From an optimization exercise on the open Yosys and OpenROAD flow, aimed at small area and a short achievable clock period; shortcuts taken in it are not production practice. At most, simulation tests tie the RTL to the original design; equivalence was not proved. The clock input has no modelled driver; a real chip could not lean on it and would need a root buffer or a full tree. Power is estimated from default activity; no workload was simulated.

==> module fifo, before the edit <==
module fifo(
    input         clk,
    input         rst,         
    input  [7:0]  data_in,
    input         w_en,
    input         r_en,
    output reg [7:0] data_out,
    output reg    full,
    output reg    empty
);
    reg [7:0] mem [0:3][0:7];
    reg [3:0] wb;               
    reg [7:0] wr;               
    reg [3:0] rb;               
    reg [7:0] crow [0:3];       
    reg [3:0] cm;               
    reg [8:0] cq;               
    reg [7:0] cand [0:3];       
    wire wok = w_en & ~full;
    wire rd  = r_en & ~empty;
    wire low = cq[0];
    genvar b, i;
    generate
        for (b = 0; b < 4; b = b + 1) begin : g_bank
            for (i = 0; i < 8; i = i + 1) begin : g_row
                always @(posedge clk)
                    if (wok & wb[b] & wr[i])
                        mem[b][i] <= data_in;
            end
            reg [7:0] sel;
            integer k;
            always @* begin
                sel = 8'b0;
                for (k = 0; k < 8; k = k + 1)
                    sel = sel | ({8{crow[b][k]}} & mem[b][k]);
            end
            always @(posedge clk)
                cand[b] <= (w_en & wb[b] & low) ? data_in : sel;
            always @(posedge clk)
                if (!rst)
                    crow[b] <= 8'b1;
                else if (rd & rb[b])
                    crow[b] <= {crow[b][6:0], crow[b][7]};
        end
    endgenerate
    wire [3:0] cm_inc = {cm[2:0], cm[3]};
    wire [8:0] cq_inc = cm[3] ? {cq[7:0], 1'b0} : cq;
    wire [3:0] cm_dec = {cm[0], cm[3:1]};
    wire [8:0] cq_dec = cm[0] ? {1'b0, cq[8:1]} : cq;
    wire       one    = cq[0] & cm[1];
    wire       n31    = cq[7] & cm[3];
    wire [3:0] cm_w = full ? cm : cm_inc;
    wire [8:0] cq_w = full ? cq : cq_inc;
    wire       e_w  = 1'b0;
    wire       f_w  = full | n31;
    wire [3:0] cm_r = empty ? cm : cm_dec;
    wire [8:0] cq_r = empty ? cq : cq_dec;
    wire       e_r  = empty | one;
    wire       f_r  = 1'b0;
    wire [3:0] cm_wr = empty ? cm_inc : (full ? cm_dec : cm);
    wire [8:0] cq_wr = empty ? cq_inc : (full ? cq_dec : cq);
    wire       f_wr  = 1'b0;
    wire [7:0] head = ({8{rb[0]}} & cand[0]) | ({8{rb[1]}} & cand[1])
                    | ({8{rb[2]}} & cand[2]) | ({8{rb[3]}} & cand[3]);
    always @(posedge clk) begin
        if (!rst) begin
            wb       <= 4'b1;
            wr       <= 8'b1;
            rb       <= 4'b1;
            cm       <= 4'b1;
            cq       <= 9'b1;
            empty    <= 1'b1;
            full     <= 1'b0;
            data_out <= 8'b0;
        end else begin
            if (wok) begin
                wb <= {wb[2:0], wb[3]};
                if (wb[3])
                    wr <= {wr[6:0], wr[7]};
            end
            if (rd) begin
                data_out <= head;
                rb <= {rb[2:0], rb[3]};
            end
            case ({w_en, r_en})
                2'b10: begin
                    cm    <= cm_w;
                    cq    <= cq_w;
                    empty <= e_w;
                    full  <= f_w;
                end
                2'b01: begin
                    cm    <= cm_r;
                    cq    <= cq_r;
                    empty <= e_r;
                    full  <= f_r;
                end
                2'b11: begin
                    cm    <= cm_wr;
                    cq    <= cq_wr;
                    empty <= 1'b0;
                    full  <= f_wr;
                end
                default: ;
            endcase
        end
    end
endmodule
export LEC_CHECK = 0
export CAP_MARGIN = 20
export CORE_MARGIN = 2
export CORE_UTILIZATION = 55
export SETUP_SLACK_MARGIN = 1.1
export SLEW_MARGIN = 20
export TNS_END_PERCENT = 5
create_clock -name core_clock -period 2.4 [get_ports {clk}]
standard.sh (not shown) runs the stock make flow with config.mk's settings and CLKGATE_MAP_FILE= SYNTH_SCRIPT=/design/flow/synth_recipe.tcl, a recipe that flattens the netlist after the stock synthesis.
==> flow/flow/run.sh <==
#!/bin/bash
set -euo pipefail
bash standard.sh finish PRE_CTS_TCL="$PWD/flow/my_cts.tcl" \
  BUFFER_PORTS_ARGS="-buffer_cell sky130_fd_sc_hd__buf_4" \
  MATCH_CELL_FOOTPRINT=0 > standard.log 2>&1
Other scripts of this flow, unchanged in this note and not shown: flow/flow/my_cts.tcl, flow/flow/my_cts_params.tcl
Edit:
--- a/flow/design.v
+++ b/flow/design.v
@@ -10,6 +10,7 @@
 );
     reg [7:0] mem [0:3][0:7];
     reg [3:0] wb;               
+    reg [3:0] wbok;             
     reg [7:0] wr;               
     reg [3:0] rb;               
     reg [7:0] crow [0:3];       
@@ -24,7 +25,7 @@
         for (b = 0; b < 4; b = b + 1) begin : g_bank
             for (i = 0; i < 8; i = i + 1) begin : g_row
                 always @(posedge clk)
-                    if (wok & wb[b] & wr[i])
+                    if (w_en & wbok[b] & wr[i])
                         mem[b][i] <= data_in;
             end
             reg [7:0] sel;
@@ -60,11 +61,14 @@
     wire [3:0] cm_wr = empty ? cm_inc : (full ? cm_dec : cm);
     wire [8:0] cq_wr = empty ? cq_inc : (full ? cq_dec : cq);
     wire       f_wr  = 1'b0;
+    wire       full_n = ~r_en & (full | (w_en & n31));
+    wire [3:0] wb_n   = wok ? {wb[2:0], wb[3]} : wb;
     wire [7:0] head = ({8{rb[0]}} & cand[0]) | ({8{rb[1]}} & cand[1])
                     | ({8{rb[2]}} & cand[2]) | ({8{rb[3]}} & cand[3]);
     always @(posedge clk) begin
         if (!rst) begin
             wb       <= 4'b1;
+            wbok     <= 4'b1;
             wr       <= 8'b1;
             rb       <= 4'b1;
             cm       <= 4'b1;
@@ -73,8 +77,9 @@
             full     <= 1'b0;
             data_out <= 8'b0;
         end else begin
+            wbok <= full_n ? 4'b0 : wb_n;
             if (wok) begin
-                wb <= {wb[2:0], wb[3]};
+                wb <= wb_n;
                 if (wb[3])
                     wr <= {wr[6:0], wr[7]};
             end
Outcome:
- routed wire length came out lower by 0.97%
- cell area came out lower by 1.8%
- total power came out higher by 0.56%
- setup slack gets better by 28 ps
- maximum frequency came out higher by 2.0%
- die area came out lower by 0.48%
- utilization came out lower by 0.91 points
- synthesized cell count came out higher by 0.44%
- final cell count came out lower by 0.41%
- sequential share of layout area came out higher by 1.9 points
- combinational power came out lower by 13%
- global-route usage came out lower by 0.46 points
In every run of this note, the design's own scripts or RTL, not TritonCTS, make the clock network.


== build 61 ==
Another version of the RTL of fifo (not shown whole).
Size in the first run: ~890 cells after synthesis, roughly 380 flip-flops, about 22 I/O pins, roughly 0.013 mm² of cells after synthesis.
==> module fifo, before the edit <==
module fifo(
    input         clk,
    input         rst,         
    input  [7:0]  data_in,
    input         w_en,
    input         r_en,
    output reg [7:0] data_out,
    output reg    full,
    output reg    empty
);
    reg [7:0] mem [0:3][0:7];
    reg [3:0] wb;               
    reg [3:0] wbok;             
    reg [7:0] wr;               
    reg [3:0] rb;               
    reg [3:0] rbok;             
    reg [7:0] crow [0:3];       
    reg [3:0] cm;               
    reg [8:0] cq;               
    reg [7:0] cand [0:3];       
    reg [7:0] wd;               
    reg       byp;              
    reg       nfull, nempty;    
    reg       up_q, dn_q;       
    wire wok = w_en & nfull;
    wire rd  = r_en & nempty;
    genvar b, i;
    generate
        for (b = 0; b < 4; b = b + 1) begin : g_bank
            for (i = 0; i < 8; i = i + 1) begin : g_row
                always @(posedge clk)
                    if (w_en & wbok[b] & wr[i])
                        mem[b][i] <= data_in;
            end
            reg [7:0] sel;
            integer k;
            always @* begin
                sel = 8'b0;
                for (k = 0; k < 8; k = k + 1)
                    sel = sel | ({8{crow[b][k]}} & mem[b][k]);
            end
            always @(posedge clk)
                cand[b] <= sel;
            always @(posedge clk)
                if (!rst)
                    crow[b] <= 8'b1;
                else if (r_en & rbok[b])
                    crow[b] <= {crow[b][6:0], crow[b][7]};
        end
    endgenerate
    wire [3:0] hs = rb & {4{~byp}};
    wire [7:0] head = ({8{hs[0]}} & cand[0]) | ({8{hs[1]}} & cand[1])
                    | ({8{hs[2]}} & cand[2]) | ({8{hs[3]}} & cand[3])
                    | ({8{byp}} & wd);
    wire inc = w_en & (r_en ? ~nempty : nfull);
    wire dec = r_en & (w_en ? ~nfull : nempty);
    wire       one_n   = cq[0] & cm[1];
    wire       n31_n   = cq[7] & cm[3];
    wire       empty_n = ~w_en & (~nempty | (r_en & one_n));
    wire       full_n  = ~r_en & (~nfull | (w_en & n31_n));
    wire [3:0] wb_n    = wok ? {wb[2:0], wb[3]} : wb;
    wire [3:0] rb_n    = rd ? {rb[2:0], rb[3]} : rb;
    wire [3:0] cm_n    = inc ? {cm[2:0], cm[3]} : (dec ? {cm[0], cm[3:1]} : cm);
    wire       up      = w_en & ~r_en & up_q;
    wire       dn      = r_en & (w_en ? ~nfull : dn_q);
    always @(posedge clk) begin
        wd  <= data_in;
        byp <= wok & (~nempty | (r_en & one_n));
    end
    always @(posedge clk) begin
        if (!rst) begin
            wb       <= 4'b1;
            wbok     <= 4'b1;
            wr       <= 8'b1;
            rb       <= 4'b1;
            rbok     <= 4'b0;
            cm       <= 4'b1;
            cq       <= 9'b1;
            up_q     <= 1'b0;
            dn_q     <= 1'b0;
            empty    <= 1'b1;
            full     <= 1'b0;
            nempty   <= 1'b0;
            nfull    <= 1'b1;
            data_out <= 8'b0;
        end else begin
            wb     <= wb_n;
            wbok   <= full_n ? 4'b0 : wb_n;
            if (w_en & wbok[3])
                wr <= {wr[6:0], wr[7]};
            rb     <= rb_n;
            rbok   <= empty_n ? 4'b0 : rb_n;
            if (rd)
                data_out <= head;
            cm     <= cm_n;
            if (up)
                cq <= {cq[7:0], 1'b0};
            else if (dn)
                cq <= {1'b0, cq[8:1]};
            up_q   <= cm_n[3] & ~full_n;
            dn_q   <= cm_n[0] & ~empty_n;
            empty  <= empty_n;
            full   <= full_n;
            nempty <= ~empty_n;
            nfull  <= ~full_n;
        end
    end
endmodule
export LEC_CHECK = 0
export CAP_MARGIN = 20
export CORE_MARGIN = 2
export CORE_UTILIZATION = 65
export SETUP_SLACK_MARGIN = 1.15
export SLEW_MARGIN = 20
export TNS_END_PERCENT = 100
create_clock -name core_clock -period 2.4 [get_ports {clk}]
Scripts as last shown in full above: flow/flow/run.sh
Other scripts of this flow, unchanged in this note and not shown: flow/flow/my_cts.tcl, flow/flow/my_cts_params.tcl
## Diff of input files: trial 14 against build 61
--- a/flow/design.v
+++ b/flow/design.v
@@ -53,6 +53,4 @@
                     | ({8{hs[2]}} & cand[2]) | ({8{hs[3]}} & cand[3])
                     | ({8{byp}} & wd);
-    wire inc = w_en & (r_en ? ~nempty : nfull);
-    wire dec = r_en & (w_en ? ~nfull : nempty);
     wire       one_n   = cq[0] & cm[1];
     wire       n31_n   = cq[7] & cm[3];
@@ -61,5 +59,4 @@
     wire [3:0] wb_n    = wok ? {wb[2:0], wb[3]} : wb;
     wire [3:0] rb_n    = rd ? {rb[2:0], rb[3]} : rb;
-    wire [3:0] cm_n    = inc ? {cm[2:0], cm[3]} : (dec ? {cm[0], cm[3:1]} : cm);
     wire       up      = w_en & ~r_en & up_q;
     wire       dn      = r_en & (w_en ? ~nfull : dn_q);
@@ -93,11 +90,26 @@
             if (rd)
                 data_out <= head;
-            cm     <= cm_n;
             if (up)
                 cq <= {cq[7:0], 1'b0};
             else if (dn)
                 cq <= {1'b0, cq[8:1]};
-            up_q   <= cm_n[3] & ~full_n;
-            dn_q   <= cm_n[0] & ~empty_n;
+            case ({w_en, r_en})
+                2'b10: begin
+                    cm   <= nfull ? {cm[2:0], cm[3]} : cm;
+                    up_q <= nfull & cm[2];
+                    dn_q <= ~nfull | cm[3];
+                end
+                2'b01: begin
+                    cm   <= nempty ? {cm[0], cm[3:1]} : cm;
+                    up_q <= nempty & cm[0];
+                    dn_q <= nempty & cm[1] & ~cq[0];
+                end
+                2'b11: begin
+                    cm   <= ~nempty ? {cm[2:0], cm[3]} : (~nfull ? {cm[0], cm[3:1]} : cm);
+                    up_q <= ~nfull | (nempty & up_q);
+                    dn_q <= nempty & nfull & dn_q;
+                end
+                default: ;
+            endcase
             empty  <= empty_n;
             full   <= full_n;
### Flow results
Worst hold slack for trial 14: 28 ps down relative to build 61
In the flow results for trial 14 and build 61, the setup slack is smaller on trial 14.
Cmp trial 14 and build 61 / layout overhead on the synthesized area / higher: build 61
Between trial 14 and build 61, the floorplan die width figures differ only marginally.
Max met1 usage in global routing across trial 14 and build 61: trial 14
Final cycle utilization of the critical path up 1.7 points in trial 14 wrt build 61
Share of the core filled with cells (lower): trial 14
Between trial 14 and build 61, highest fanout seen on the critical path is lower for build 61, trial 14 comes in above that.
Delta (trial 14 minus build 61): design area comparable, sequential share of layout area comparable.
For trial 14, only the layout was checked, not whether the RTL still works. No run of this note takes its clock network from TritonCTS; it comes from the design's own scripts or RTL.


The RTL this note starts from:
==> flow/design.v <==
module fifo(
    input         clk,
    input         rst,         
    input  [7:0]  data_in,
    input         w_en,
    input         r_en,
    output reg [7:0] data_out,
    output reg    full,
    output reg    empty
);
    reg [7:0] mem [0:3][0:7];
    reg [3:0] wb;               
    reg [7:0] wr;               
    reg [3:0] rb;               
    reg [7:0] crow [0:3];       
    reg [3:0] cm;               
    reg [8:0] cq;               
    reg [7:0] cand [0:3];       
    reg nfull, nempty;
    wire wok = w_en & nfull;
    wire rd  = r_en & nempty;
    wire low = cq[0];
    genvar b, i;
    generate
        for (b = 0; b < 4; b = b + 1) begin : g_bank
            for (i = 0; i < 8; i = i + 1) begin : g_row
                always @(posedge clk)
                    if (w_en & wb[b] & wr[i])
                        mem[b][i] <= data_in;
            end
            reg [7:0] sel;
            integer k;
            always @* begin
                sel = 8'b0;
                for (k = 0; k < 8; k = k + 1)
                    sel = sel | ({8{crow[b][k]}} & mem[b][k]);
            end
            always @(posedge clk)
                if (nfull | ~rb[b])
                    cand[b] <= (w_en & wb[b] & low) ? data_in : sel;
            always @(posedge clk)
                if (!rst)
                    crow[b] <= 8'b1;
                else if (rd & rb[b])
                    crow[b] <= {crow[b][6:0], crow[b][7]};
        end
    endgenerate
    wire [3:0] cm_inc = {cm[2:0], cm[3]};
    wire [8:0] cq_inc = cm[3] ? {cq[7:0], 1'b0} : cq;
    wire [3:0] cm_dec = {cm[0], cm[3:1]};
    wire [8:0] cq_dec = cm[0] ? {1'b0, cq[8:1]} : cq;
    wire       one    = cq[0] & cm[1];
    wire       n31    = cq[7] & cm[3];
    wire [3:0] cm_w = nfull ? cm_inc : cm;
    wire [8:0] cq_w = nfull ? cq_inc : cq;
    wire       e_w  = 1'b0;
    wire       f_w  = ~nfull | n31;
    wire [3:0] cm_r = nempty ? cm_dec : cm;
    wire [8:0] cq_r = nempty ? cq_dec : cq;
    wire       e_r  = ~nempty | one;
    wire       f_r  = 1'b0;
    wire [3:0] cm_wr = ~nempty ? cm_inc : (~nfull ? cm_dec : cm);
    wire [8:0] cq_wr = ~nempty ? cq_inc : (~nfull ? cq_dec : cq);
    wire       f_wr  = 1'b0;
    wire [7:0] head = ({8{rb[0]}} & cand[0]) | ({8{rb[1]}} & cand[1])
                    | ({8{rb[2]}} & cand[2]) | ({8{rb[3]}} & cand[3]);
    always @(posedge clk) begin
        if (!rst) begin
            wb       <= 4'b1;
            wr       <= 8'b1;
            rb       <= 4'b1;
            cm       <= 4'b1;
            cq       <= 9'b1;
            empty    <= 1'b1;
            full     <= 1'b0;
            nempty   <= 1'b0;
            nfull    <= 1'b1;
            data_out <= 8'b0;
        end else begin
            if (wok) begin
                wb <= {wb[2:0], wb[3]};
                if (wb[3])
                    wr <= {wr[6:0], wr[7]};
            end
            if (rd) begin
                data_out <= head;
                rb <= {rb[2:0], rb[3]};
            end
            case ({w_en, r_en})
                2'b10: begin
                    cm    <= cm_w;
                    cq    <= cq_w;
                    empty <= e_w;
                    full  <= f_w;
                    nempty <= ~e_w;
                    nfull  <= ~f_w;
                end
                2'b01: begin
                    cm    <= cm_r;
                    cq    <= cq_r;
                    empty <= e_r;
                    full  <= f_r;
                    nempty <= ~e_r;
                    nfull  <= ~f_r;
                end
                2'b11: begin
                    cm    <= cm_wr;
                    cq    <= cq_wr;
                    empty <= 1'b0;
                    full  <= f_wr;
                    nempty <= 1'b1;
                    nfull  <= ~f_wr;
                end
                default: ;
            endcase
        end
    end
endmodule
clock: 2.4 ns
lec_check: 0
cap_margin: 20
core_margin: 2
core_utilization: 55
setup_slack_margin: 1.1
slew_margin: 20
tns_end_percent: 5
Scripts as last shown in full above: flow/flow/run.sh
Other scripts of this flow, unchanged in this note and not shown: flow/flow/my_cts.tcl, flow/flow/my_cts_params.tcl
Change:
--- a/flow/design.v
+++ b/flow/design.v
@@ -17,7 +17,6 @@
     reg [8:0] cq;               
     reg [7:0] cand [0:3];       
-    reg nfull, nempty;
-    wire wok = w_en & nfull;
-    wire rd  = r_en & nempty;
+    wire wok = w_en & ~full;
+    wire rd  = r_en & ~empty;
     wire low = cq[0];
     genvar b, i;
@@ -26,5 +25,5 @@
             for (i = 0; i < 8; i = i + 1) begin : g_row
                 always @(posedge clk)
-                    if (w_en & wb[b] & wr[i])
+                    if (wok & wb[b] & wr[i])
                         mem[b][i] <= data_in;
             end
@@ -37,6 +36,5 @@
             end
             always @(posedge clk)
-                if (nfull | ~rb[b])
-                    cand[b] <= (w_en & wb[b] & low) ? data_in : sel;
+                cand[b] <= (w_en & wb[b] & low) ? data_in : sel;
             always @(posedge clk)
                 if (!rst)
@@ -52,14 +50,14 @@
     wire       one    = cq[0] & cm[1];
     wire       n31    = cq[7] & cm[3];
-    wire [3:0] cm_w = nfull ? cm_inc : cm;
-    wire [8:0] cq_w = nfull ? cq_inc : cq;
+    wire [3:0] cm_w = full ? cm : cm_inc;
+    wire [8:0] cq_w = full ? cq : cq_inc;
     wire       e_w  = 1'b0;
-    wire       f_w  = ~nfull | n31;
-    wire [3:0] cm_r = nempty ? cm_dec : cm;
-    wire [8:0] cq_r = nempty ? cq_dec : cq;
-    wire       e_r  = ~nempty | one;
+    wire       f_w  = full | n31;
+    wire [3:0] cm_r = empty ? cm : cm_dec;
+    wire [8:0] cq_r = empty ? cq : cq_dec;
+    wire       e_r  = empty | one;
     wire       f_r  = 1'b0;
-    wire [3:0] cm_wr = ~nempty ? cm_inc : (~nfull ? cm_dec : cm);
-    wire [8:0] cq_wr = ~nempty ? cq_inc : (~nfull ? cq_dec : cq);
+    wire [3:0] cm_wr = empty ? cm_inc : (full ? cm_dec : cm);
+    wire [8:0] cq_wr = empty ? cq_inc : (full ? cq_dec : cq);
     wire       f_wr  = 1'b0;
     wire [7:0] head = ({8{rb[0]}} & cand[0]) | ({8{rb[1]}} & cand[1])
@@ -74,6 +72,4 @@
             empty    <= 1'b1;
             full     <= 1'b0;
-            nempty   <= 1'b0;
-            nfull    <= 1'b1;
             data_out <= 8'b0;
         end else begin
@@ -93,6 +89,4 @@
                     empty <= e_w;
                     full  <= f_w;
-                    nempty <= ~e_w;
-                    nfull  <= ~f_w;
                 end
                 2'b01: begin
@@ -101,6 +95,4 @@
                     empty <= e_r;
                     full  <= f_r;
-                    nempty <= ~e_r;
-                    nfull  <= ~f_r;
                 end
                 2'b11: begin
@@ -109,6 +101,4 @@
                     empty <= 1'b0;
                     full  <= f_wr;
-                    nempty <= 1'b1;
-                    nfull  <= ~f_wr;
                 end
                 default: ;
What happened: Cell area decreases by 2.7%; total power decreases by 0.63%; area after synthesis came out lower by 2.9%; worst setup slack gets better by 18 ps; combinational power goes up by 17%; worst hold slack got worse by 44 ps; cell count decreases by 2.8%; clock power is about the same; sequential share of layout area is lower by 0.83 points; wire length shrinks by 1.7%; clock skew is lower by 13 ps.
Function not checked in the first run of this note: the RTL went through the layout flow alone. No run of this note takes its clock network from TritonCTS; it comes from the design's own scripts or RTL.

[separate check: timing with driven ports]
How much do the figures lean on ideal ports? The routed layouts below were timed once more, with nothing changed but the port constraints. Step 1: set_driving_cell puts a clkbuf_16 on clk and a buf_2 on each other input, an assumption about the parent block. Step 2 times the ports against the registers' clock, not the clock port: input delays grow and output delays shrink by t, the midpoint of the rising clock arrivals with the driver on. Slacks: ideal / step 1 / step 2; pairs: ideal / step 1.
| run | t (ns) | slack for setup (ns) | worst hold slack (ns) | worst slew at a driven data input, ns | cell pins on the clock port's net |
|---|---|---|---|---|---|
| the first run of note 1 | 0.415 | 0.980 / 0.877 / 0.638 | 0.463 / 0.419 / 0.490 | 0.06 | 4 |
| the second run of note 1 | 0.419 | 1.008 / 0.947 / 0.665 | 0.427 / 0.348 / 0.505 | 0.06 | 4 |
| build 61 | 0.425 | 1.144 / 1.045 / 0.764 | 0.444 / 0.377 / 0.476 | 0.09 | 4 |
| trial 14 | 0.416 | 1.104 / 1.000 / 0.785 | 0.416 / 0.354 / 0.460 | 0.12 | 4 |
| the first run of note 3 | 0.413 | 0.983 / 0.949 / 0.716 | 0.497 / 0.429 / 0.503 | 0.05 | 4 |
| the second run of note 3 | 0.410 | 1.001 / 0.929 / 0.696 | 0.453 / 0.379 / 0.499 | 0.05 | 4 |
After both steps setup and hold are still met in every run listed. For build 61, which loses most, drivers alone change the setup slack by -0.099 ns; drivers and shift together by -0.380 ns.
